This is an optimization exercise on Yosys and OpenROAD, whose aim is small area and a short achievable clock period, not a production implementation. In this exercise RTL edits were held to simulation tests only and were not proved equivalent to the original. Power and IR drop assume default switching activity.

// design_1
module design_1
   (bias, bias_1, bias_2, bias_3, clk,
    in1, in1_1, in1_2, in1_3, in2, in2_1, in2_2, in2_3,
    in3, in3_1, in3_2, in3_3, in4, in4_1, in4_2, in4_3,
    mac, n_en, n_in, n_in_1, n_in_2, n_in_3,
    n_out, n_out_1, n_out_2, n_out_3,
    outen, outen_1, outen_2, outen_3, p_en,
    p_out, p_out_1, p_out_2, p_out_3, rst,
    wgh, wgh_1, wgh_2, wgh_3);
  input [15:0]bias;
  input [15:0]bias_1;
  input [15:0]bias_2;
  input [15:0]bias_3;
  input clk;
  input [15:0]in1;
  input [15:0]in1_1;
  input [15:0]in1_2;
  input [15:0]in1_3;
  input [15:0]in2;
  input [15:0]in2_1;
  input [15:0]in2_2;
  input [15:0]in2_3;
  input [15:0]in3;
  input [15:0]in3_1;
  input [15:0]in3_2;
  input [15:0]in3_3;
  input [15:0]in4;
  input [15:0]in4_1;
  input [15:0]in4_2;
  input [15:0]in4_3;
  input mac;
  input n_en;
  input [15:0]n_in;
  input [15:0]n_in_1;
  input [15:0]n_in_2;
  input [15:0]n_in_3;
  output [15:0]n_out;
  output [15:0]n_out_1;
  output [15:0]n_out_2;
  output [15:0]n_out_3;
  output outen;
  output outen_1;
  output outen_2;
  output outen_3;
  input p_en;
  output [15:0]p_out;
  output [15:0]p_out_1;
  output [15:0]p_out_2;
  output [15:0]p_out_3;
  input rst;
  input [15:0]wgh;
  input [15:0]wgh_1;
  input [15:0]wgh_2;
  input [15:0]wgh_3;
  neuron neuron_0 (.clk(clk), .rst(rst), .en(n_en), .mac(mac),
    .n_in(n_in),   .wgh(wgh),   .bias(bias),   .n_out(n_out));
  neuron neuron_1 (.clk(clk), .rst(rst), .en(n_en), .mac(mac),
    .n_in(n_in_1), .wgh(wgh_1), .bias(bias_1), .n_out(n_out_1));
  neuron neuron_2 (.clk(clk), .rst(rst), .en(n_en), .mac(mac),
  ...
export LEC_CHECK = 0
export CAP_MARGIN = 20
export CORE_MARGIN = 2
export CORE_UTILIZATION = 40
export PLACE_DENSITY = 0.6
export SETUP_SLACK_MARGIN = 4.2
export SLEW_MARGIN = 20
create_clock -name core_clock -period 9.0 [get_ports {clk}]
standard.sh (not shown) runs the stock make flow with config.mk's settings and CLKGATE_MAP_FILE= SYNTH_SCRIPT=/design/flow/synth_recipe.tcl, a recipe that flattens the netlist after the stock synthesis.
==> flow/flow/run.sh <==
#!/bin/bash
# The standard layout, with the ports buffered by the smallest plain buffer
# (buffer_ports otherwise picks a clkdlybuf4s50_1 delay cell for every port).
set -euo pipefail
export BUFFER_PORTS_ARGS="-buffer_cell sky130_fd_sc_hd__buf_1"
bash standard.sh > standard.log 2>&1
Then changed:
SETUP_SLACK_MARGIN = 4.5   (was 4.2)
Outcome: The new run produced a clean layout. Worst hold slack is worse by 0.0088 ns. Clock skew is higher by 0.0055 ns. Core utilization grows by 0.68 points. Sequential cell count does not change. Worst setup slack gets better by 0.22 ns. Die area stays the same.

---

== run 1 ==
Starting RTL as in the previous note.
export LEC_CHECK = 0
export CAP_MARGIN = 20
export CORE_MARGIN = 2
export CORE_UTILIZATION = 45
export PLACE_DENSITY = 0.65
export SETUP_SLACK_MARGIN = 4.5
export SLEW_MARGIN = 20
export TNS_END_PERCENT = 20
create_clock -name core_clock -period 9.0 [get_ports {clk}]
Scripts as last shown in full above: flow/flow/run.sh
## Diff of input files: run 2 against run 1
- PLACE_DENSITY now 0.6, was 0.65
- TNS_END_PERCENT no longer set, was 20
- CORE_UTILIZATION now 40, was 45
- SETUP_SLACK_MARGIN now 5.0, was 4.5
==> comparison <==
- Run 2 ended up with a higher leakage power summed over all cells than run 1 did.
- Looking at all-layer global routing usage across run 1 and run 2, the one that comes out lower is run 2.
- Run 2 vs run 1: global-route wire length before repair up
- Final area is higher on run 2

---

Starting RTL as in the previous note.
==> flow/design.v (excerpt) <==
module design_1
   (bias, bias_1, bias_2, bias_3, clk,
    in1, in1_1, in1_2, in1_3, in2, in2_1, in2_2, in2_3,
    in3, in3_1, in3_2, in3_3, in4, in4_1, in4_2, in4_3,
    mac, n_en, n_in, n_in_1, n_in_2, n_in_3,
    n_out, n_out_1, n_out_2, n_out_3,
    outen, outen_1, outen_2, outen_3, p_en,
    p_out, p_out_1, p_out_2, p_out_3, rst,
    wgh, wgh_1, wgh_2, wgh_3);
  input [15:0]bias;
  input [15:0]bias_1;
  input [15:0]bias_2;
  input [15:0]bias_3;
  input clk;
  input [15:0]in1;
  input [15:0]in1_1;
  input [15:0]in1_2;
  input [15:0]in1_3;
  input [15:0]in2;
  input [15:0]in2_1;
  input [15:0]in2_2;
  input [15:0]in2_3;
  input [15:0]in3;
  input [15:0]in3_1;
  input [15:0]in3_2;
  input [15:0]in3_3;
  input [15:0]in4;
  input [15:0]in4_1;
  input [15:0]in4_2;
  input [15:0]in4_3;
  input mac;
  input n_en;
  input [15:0]n_in;
  input [15:0]n_in_1;
  input [15:0]n_in_2;
  input [15:0]n_in_3;
  output [15:0]n_out;
  output [15:0]n_out_1;
  output [15:0]n_out_2;
  output [15:0]n_out_3;
  output outen;
  output outen_1;
  output outen_2;
  output outen_3;
  input p_en;
  output [15:0]p_out;
  output [15:0]p_out_1;
  output [15:0]p_out_2;
  output [15:0]p_out_3;
  input rst;
  input [15:0]wgh;
  input [15:0]wgh_1;
  input [15:0]wgh_2;
  input [15:0]wgh_3;
  neuron neuron_0 (.clk(clk), .rst(rst), .en(n_en), .mac(mac),
    .n_in(n_in),   .wgh(wgh),   .bias(bias),   .n_out(n_out));
  neuron neuron_1 (.clk(clk), .rst(rst), .en(n_en), .mac(mac),
    .n_in(n_in_1), .wgh(wgh_1), .bias(bias_1), .n_out(n_out_1));
  neuron neuron_2 (.clk(clk), .rst(rst), .en(n_en), .mac(mac),
    .n_in(n_in_2), .wgh(wgh_2), .bias(bias_2), .n_out(n_out_2));
  neuron neuron_3 (.clk(clk), .rst(rst), .en(n_en), .mac(mac),
    .n_in(n_in_3), .wgh(wgh_3), .bias(bias_3), .n_out(n_out_3));
  pooling pooling_0 (.clk(clk), .en(p_en), .in1(in1),   .in2(in2),   .in3(in3),   .in4(in4),   .p_out(p_out),   .outen(outen));
  ...
export LEC_CHECK = 0
export CAP_MARGIN = 20
export CORE_MARGIN = 2
export CORE_UTILIZATION = 45
export PLACE_DENSITY = 0.65
export SETUP_SLACK_MARGIN = 4.5
export SLEW_MARGIN = 20
create_clock -name core_clock -period 9.0 [get_ports {clk}]
Scripts as last shown in full above: flow/flow/run.sh
The baseline passed the timing, DRC and antenna checks.
Edit:
CORE_UTILIZATION = 40   (was 45)
PLACE_DENSITY = 0.6   (was 0.65)
SETUP_SLACK_MARGIN = 4.8   (was 4.5)
The new run produced a clean layout; via count goes up slightly; count of clock-buffer cells in the layout came out higher by 2; hold slack gains 0.0064 ns; total power increases by a few percent; die area went up by roughly a tenth; final area grows by a few percent; wire length grows by a few percent; sequential share of layout area shrinks by 0.38 points; worst setup slack gets better by 0.064 ns; synthesized area stays the same; sequential power is about the same.

[port drivers added, routing unchanged]
Ports are ideal in the flow. The routed layouts listed here were re-timed in OpenROAD.
Step 1 assumes that a clkbuf_16 drives the clock port and a buf_2 every other input.
Step 2 times the ports against the registers' clock, not the clock port: input delays grow and output delays shrink by t, the midpoint of the rising clock arrivals with the driver on.
Three values: ideal ports, drivers, drivers and shift; two values: the first two.
| run | shift t [ns] | setup slack, ns | latest minus earliest clock arrival (ns) | worst register clock-pin slew, ns | worst slew at a driven data input, ns |
|---|---|---|---|---|---|
| the first run of note 1 | 0.772 | 4.355 / 4.235 / 3.462 | 0.027 / 0.027 | 0.07 / 0.07 | 0.20 |
| the second run of note 1 | 0.770 | 4.575 / 4.450 / 3.680 | 0.029 / 0.029 | 0.06 / 0.06 | 0.19 |
| run 1 | 0.720 | 4.479 / 4.386 / 3.666 | 0.036 / 0.037 | 0.07 / 0.07 | 0.16 |
| run 2 | 0.766 | 4.762 / 4.547 / 3.781 | 0.021 / 0.021 | 0.07 / 0.07 | 0.29 |
| the first run of note 3 | 0.757 | 4.593 / 4.614 / 3.857 | 0.044 / 0.044 | 0.07 / 0.07 | 0.14 |
| the second run of note 3 | 0.748 | 4.657 / 4.527 / 3.778 | 0.053 / 0.053 | 0.07 / 0.07 | 0.20 |
After both steps setup and hold are still met in every run listed. For run 2, which loses most, drivers alone change the setup slack by -0.215 ns; drivers and shift together by -0.981 ns.
